From an optimization exercise on the open Yosys and OpenROAD flow, aimed at small area, a short achievable clock period and few clock cycles per item; shortcuts taken in it are not production practice. RTL that was checked went through simulation tests only; none was proved equivalent to the original. The clock port is modelled as an ideal driver, which makes a skipped or thinned clock tree look cheaper than it is; a real chip needs a root buffer or a tree. No activity file was given, so power comes from the tool's default toggle rates.

// RIM
module RIM(
    input clk,rst_n,in_valid,
    input [7:0] maze,
    output reg out_valid,
    output reg [2:0] out_row,out_col
);
==> module RIM, before the edit <==
module RIM(
    input clk,rst_n,in_valid,
    input [7:0] maze,
    output reg out_valid,
    output reg [2:0] out_row,out_col
);
localparam CUT = 7;
reg  [62:8] a;
wire [63:8] R = {1'b1, a};
wire [71:8] B;    
reg  [2:0] cnt;
reg        calc;
reg        m_prev;
assign B[71:64] = 8'd0;
genvar r, c;
generate
    for (r = 1; r <= 7; r = r + 1) begin : g_r
        for (c = 0; c <= 7; c = c + 1) begin : g_c
            if (r == 7 && c == 7) begin : g_t
                assign B[63] = 1'b1;
            end else if (r + c == CUT - 1) begin : g_u
                assign B[r*8+c] = R[r*8+c] & (((r == 7) ? 1'b0 : R[(r+1)*8+c]) | ((c == 7) ? 1'b0 : R[r*8+c+1]));
            end else if (c == 7) begin : g_e
                assign B[r*8+c] = R[r*8+c] & B[(r+1)*8+c];
            end else begin : g_i
                assign B[r*8+c] = R[r*8+c] & (B[(r+1)*8+c] | B[r*8+c+1]);
            end
        end
    end
endgenerate
wire busy = calc | out_valid;
wire shift = ~busy | m_prev;
integer i;
always @(posedge clk) begin
    for (i = 8; i < 56; i = i + 1)
        a[i] <= shift ? R[i+8] : B[i];
    for (i = 56; i < 63; i = i + 1)
        a[i] <= ~busy ? maze[i-56] : (~m_prev & B[i]);
end
wire at_end   = (out_row == 3'd7) && (out_col == 3'd7);
wire [7:0] below = m_prev ? R[23:16] : {R[15:9], B[8]};
wire down = below[out_col];
always @(posedge clk) begin
    m_prev <= out_valid & down;
end
always @(posedge clk or negedge rst_n) begin
    if (!rst_n) begin
        cnt <= 3'd0;
        calc <= 1'b0;
        out_valid <= 1'b0;
        out_row <= 3'd0;
        out_col <= 3'd0;
    end else begin
        cnt <= in_valid ? cnt + 3'd1 : 3'd0;
        calc <= in_valid && cnt == 3'd7;
        out_valid <= calc | (out_valid & ~at_end);
        if (out_valid) begin
            if (down)
                out_row <= out_row + 3'd1;
            if (~down | at_end)
                out_col <= out_col + 3'd1;
        end
    end
end
endmodule
export LEC_CHECK = 0
export ABC_AREA = 1
export CAP_MARGIN = 20
export CORE_MARGIN = 2
export CORE_UTILIZATION = 40
export SLEW_MARGIN = 20
create_clock -name core_clock -period 8.0 [get_ports {clk}]
standard.sh (not shown) runs the stock make flow with config.mk's settings and CLKGATE_MAP_FILE= SYNTH_SCRIPT=/design/flow/synth_recipe.tcl, a recipe that flattens the netlist after the stock synthesis.
==> flow/flow/run.sh <==
#!/bin/bash
# Standard ORFS layout (the standard.sh, standard synthesis unchanged),
# with the extra make settings listed in flow/args.txt (one per line), and
# the clock tree replaced by flow/oneclk.tcl (run as the PRE_CTS hook).
set -euo pipefail
mapfile -t ARGS < <(grep -v '^#' flow/args.txt | grep -v '^$')
bash standard.sh "${ARGS[@]}" PRE_CTS_TCL=$PWD/flow/oneclk.tcl finish > standard_flow.log 2>&1
Other scripts of this flow, unchanged in this note and not shown: flow/flow/args.txt, flow/flow/oneclk.tcl, flow/flow/split.tcl
The baseline ran to the end with no violations.
Testbench counts at the start, summed over its fixed seeds: cycles 11,040, mazes 480.
Change:
--- a/flow/design.v
+++ b/flow/design.v
@@ -43,16 +43,16 @@
 always @(posedge clk) begin
     m_prev <= out_valid & down;
 end
+always @(posedge clk) begin
+    cnt <= in_valid ? cnt + 3'd1 : 3'd0;
+    calc <= in_valid && cnt == 3'd7;
+end
 always @(posedge clk or negedge rst_n) begin
     if (!rst_n) begin
-        cnt <= 3'd0;
-        calc <= 1'b0;
         out_valid <= 1'b0;
         out_row <= 3'd0;
         out_col <= 3'd0;
     end else begin
-        cnt <= in_valid ? cnt + 3'd1 : 3'd0;
-        calc <= in_valid && cnt == 3'd7;
         out_valid <= calc | (out_valid & ~at_end);
         if (out_valid) begin
             if (down)
After rerunning:
- The new run completed with no timing, DRC or antenna violations
- flip-flop and latch count stays the same
- maximum frequency went up by about 0.7%
- die area went down by 0.79%
- power went up by 1.1%
- wire length went up by about 2.6%
Testbench counts after the change, summed over its fixed seeds: cycles 11,040, mazes 480.
In every run of this note, the design's own scripts or RTL, not TritonCTS, make the clock network.

The RTL this note starts from:
==> flow/design.v <==
module RIM(
    input clk,rst_n,in_valid,
    input [7:0] maze,
    output reg out_valid,
    output reg [2:0] out_row,out_col
);
localparam CUT = 7;
reg  [62:8] a;
wire [63:8] R = {1'b1, a};
wire [71:8] B;    
reg  [2:0] cnt;
reg        calc;
reg        m_prev;
assign B[71:64] = 8'd0;
genvar r, c;
generate
    for (r = 1; r <= 7; r = r + 1) begin : g_r
        for (c = 0; c <= 7; c = c + 1) begin : g_c
            if (r == 7 && c == 7) begin : g_t
                assign B[63] = 1'b1;
            end else if (r + c == CUT - 1) begin : g_u
                assign B[r*8+c] = R[r*8+c] & (((r == 7) ? 1'b0 : R[(r+1)*8+c]) | ((c == 7) ? 1'b0 : R[r*8+c+1]));
            end else if (c == 7) begin : g_e
                assign B[r*8+c] = R[r*8+c] & B[(r+1)*8+c];
            end else begin : g_i
                assign B[r*8+c] = R[r*8+c] & (B[(r+1)*8+c] | B[r*8+c+1]);
            end
        end
    end
endgenerate
wire busy = calc | out_valid;
wire shift = ~busy | m_prev;
integer i;
always @(posedge clk) begin
    for (i = 8; i < 56; i = i + 1)
        a[i] <= shift ? R[i+8] : B[i];
    for (i = 56; i < 63; i = i + 1)
        a[i] <= ~busy ? maze[i-56] : (~m_prev & B[i]);
end
wire at_start = (out_row == 3'd0) && (out_col == 3'd0);
wire at_end   = (out_row == 3'd7) && (out_col == 3'd7);
wire [7:0] below = m_prev ? R[23:16] : R[15:8];
wire down_w = below[out_col];
wire down = at_start ? B[8] : down_w;
always @(posedge clk) begin
    m_prev <= out_valid & down;
end
always @(posedge clk) begin
    cnt <= in_valid ? cnt + 3'd1 : 3'd0;
    calc <= in_valid && cnt == 3'd7;
end
always @(posedge clk or negedge rst_n) begin
    if (!rst_n) begin
        out_valid <= 1'b0;
        out_row <= 3'd0;
        out_col <= 3'd0;
    end else begin
        if (calc)
            out_valid <= 1'b1;
        else if (out_valid) begin
            if (at_end) begin
                out_valid <= 1'b0;
                out_row <= 3'd0;
                out_col <= 3'd0;
            end else if (down)
                out_row <= out_row + 3'd1;
            else
                out_col <= out_col + 3'd1;
        end
    end
end
endmodule
==> flow/config.mk <==
export PLATFORM = sky130hd
export DESIGN_NAME = RIM
export DESIGN_NICKNAME = RIM
export VERILOG_FILES = /design/flow/design.v
export SDC_FILE = /design/flow/constraint.sdc
export NUM_CORES = 4
export LEC_CHECK = 0
export ABC_CLOCK_PERIOD_IN_PS = 2500
export CAP_MARGIN = 20
export CORE_MARGIN = 2
export CORE_UTILIZATION = 40
export SLEW_MARGIN = 20
==> flow/constraint.sdc <==
create_clock -name core_clock -period 8.0 [get_ports {clk}]
set_input_delay 1.6000 -clock core_clock [delete_from_list [all_inputs] [get_ports {clk}]]
set_output_delay 1.6000 -clock core_clock [all_outputs]
set_load 0.01 [all_outputs]
==> flow/flow/args.txt <==
SETUP_SLACK_MARGIN=5.5
BUFFER_PORTS_ARGS=-buffer_cell sky130_fd_sc_hd__buf_1
==> flow/flow/oneclk.tcl <==
# PRE_CTS hook: replace the clock tree by a few clock buffers, each driving an
# equal share of the clock sinks (split by x position) from the centre of its
# share, so the clock reaches every register through exactly one buffer.
# TritonCTS is then skipped: clock_tree_synthesis becomes a no-op.
set clkbuf_cell sky130_fd_sc_hd__clkbuf_16
set sinks_per_buf 21
set db [ord::get_db]
set block [ord::get_db_block]
set m [$db findMaster $clkbuf_cell]
set clk [$block findNet clk]
set sinks {}
foreach it [$clk getITerms] {
  set bb [[$it getInst] getBBox]
  lappend sinks [list [expr {([$bb xMin]+[$bb xMax])/2}] [expr {([$bb yMin]+[$bb yMax])/2}] $it]
}
set sinks [lsort -integer -index 0 $sinks]
set ns [llength $sinks]
set nb [expr {($ns + $sinks_per_buf - 1) / $sinks_per_buf}]
puts "oneclk: $ns clock sinks, $nb buffers ($clkbuf_cell)"
for {set g 0} {$g < $nb} {incr g} {
  set lo [expr {$g*$ns/$nb}]
  set hi [expr {($g+1)*$ns/$nb - 1}]
  set nn [odb::dbNet_create $block clknet_root_$g]
  $nn setSigType CLOCK
  set inst [odb::dbInst_create $block $m clkbuf_root_$g]
  set xs 0; set ys 0; set n 0
  foreach s [lrange $sinks $lo $hi] {
    lassign $s x y it
    incr xs $x; incr ys $y; incr n
    $it disconnect
    $it connect $nn
  }
  $inst setLocation [expr {$xs/$n}] [expr {$ys/$n}]
  $inst setPlacementStatus PLACED
  foreach it [$inst getITerms] {
    set mt [[$it getMTerm] getName]
    if {$mt == "A"} {$it connect $clk}
    if {$mt == "X"} {$it connect $nn}
  }
}
detailed_placement
rename clock_tree_synthesis {}
proc clock_tree_synthesis {args} { puts "clock_tree_synthesis skipped: clock buffers placed by oneclk.tcl" }
Scripts as last shown in full above: flow/flow/run.sh
Edit:
--- a/flow/design.v
+++ b/flow/design.v
@@ -44,18 +44,19 @@
 wire down = at_start ? B[8] : down_w;
 always @(posedge clk) begin
     m_prev <= out_valid & down;
 end
-always @(posedge clk) begin
-    cnt <= in_valid ? cnt + 3'd1 : 3'd0;
-    calc <= in_valid && cnt == 3'd7;
-end
 always @(posedge clk or negedge rst_n) begin
     if (!rst_n) begin
+        cnt <= 3'd0;
+        calc <= 1'b0;
         out_valid <= 1'b0;
         out_row <= 3'd0;
         out_col <= 3'd0;
     end else begin
+        if (in_valid)
+            cnt <= cnt + 3'd1;
+        calc <= in_valid && cnt == 3'd7;
         if (calc)
             out_valid <= 1'b1;
         else if (out_valid) begin
             if (at_end) begin
Effect: Power goes down by 5.8%; via count is about the same; synthesized area goes up by 1.3%; sequential cell count does not change; critical path depth is unchanged; core utilization goes up by 0.46 points; worst hold slack is better by 0.013 ns.
Testbench counts after the change, summed over its fixed seeds: cycles 11,040, mazes 480.
For the first run of this note, only the layout was checked, not whether the RTL still works. No run of this note takes its clock network from TritonCTS; it comes from the design's own scripts or RTL.

## what the ideal ports hide
The results above use ideal ports. As a check the final layouts listed here were re-extracted and re-timed, cells and wires unchanged.
Step 1: set_driving_cell puts a clkbuf_16 on clk and a buf_2 on each other input, an assumption about the parent block.
Step 2 moves the port delays by t, midway between the first and last clock arrival at a register: inputs arrive t later, outputs are due t later. That takes back most of the time a late clock gives input paths.
Three values: ideal, step 1, step 2; two values: the first two.
| run | shift t [ns] | setup WS [ns] | clock arrival spread, ns | slew at the worst register clock pin (ns) | worst slew at a driven data input, ns |
|---|---|---|---|---|---|
| the first run of note 1 | 0.203 | 5.717 / 5.658 / 5.861 | 0.013 / 0.013 | 0.08 / 0.08 | 0.03 |
| the second run of note 1 | 0.206 | 5.732 / 5.673 / 5.859 | 0.007 / 0.006 | 0.08 / 0.08 | 0.03 |
| the first run of note 2 | 0.203 | 5.573 / 5.516 / 5.675 | 0.011 / 0.011 | 0.09 / 0.09 | 0.03 |
| the second run of note 2 | 0.206 | 5.612 / 5.554 / 5.685 | 0.010 / 0.010 | 0.09 / 0.09 | 0.03 |
After both steps setup and hold are still met in every run listed.
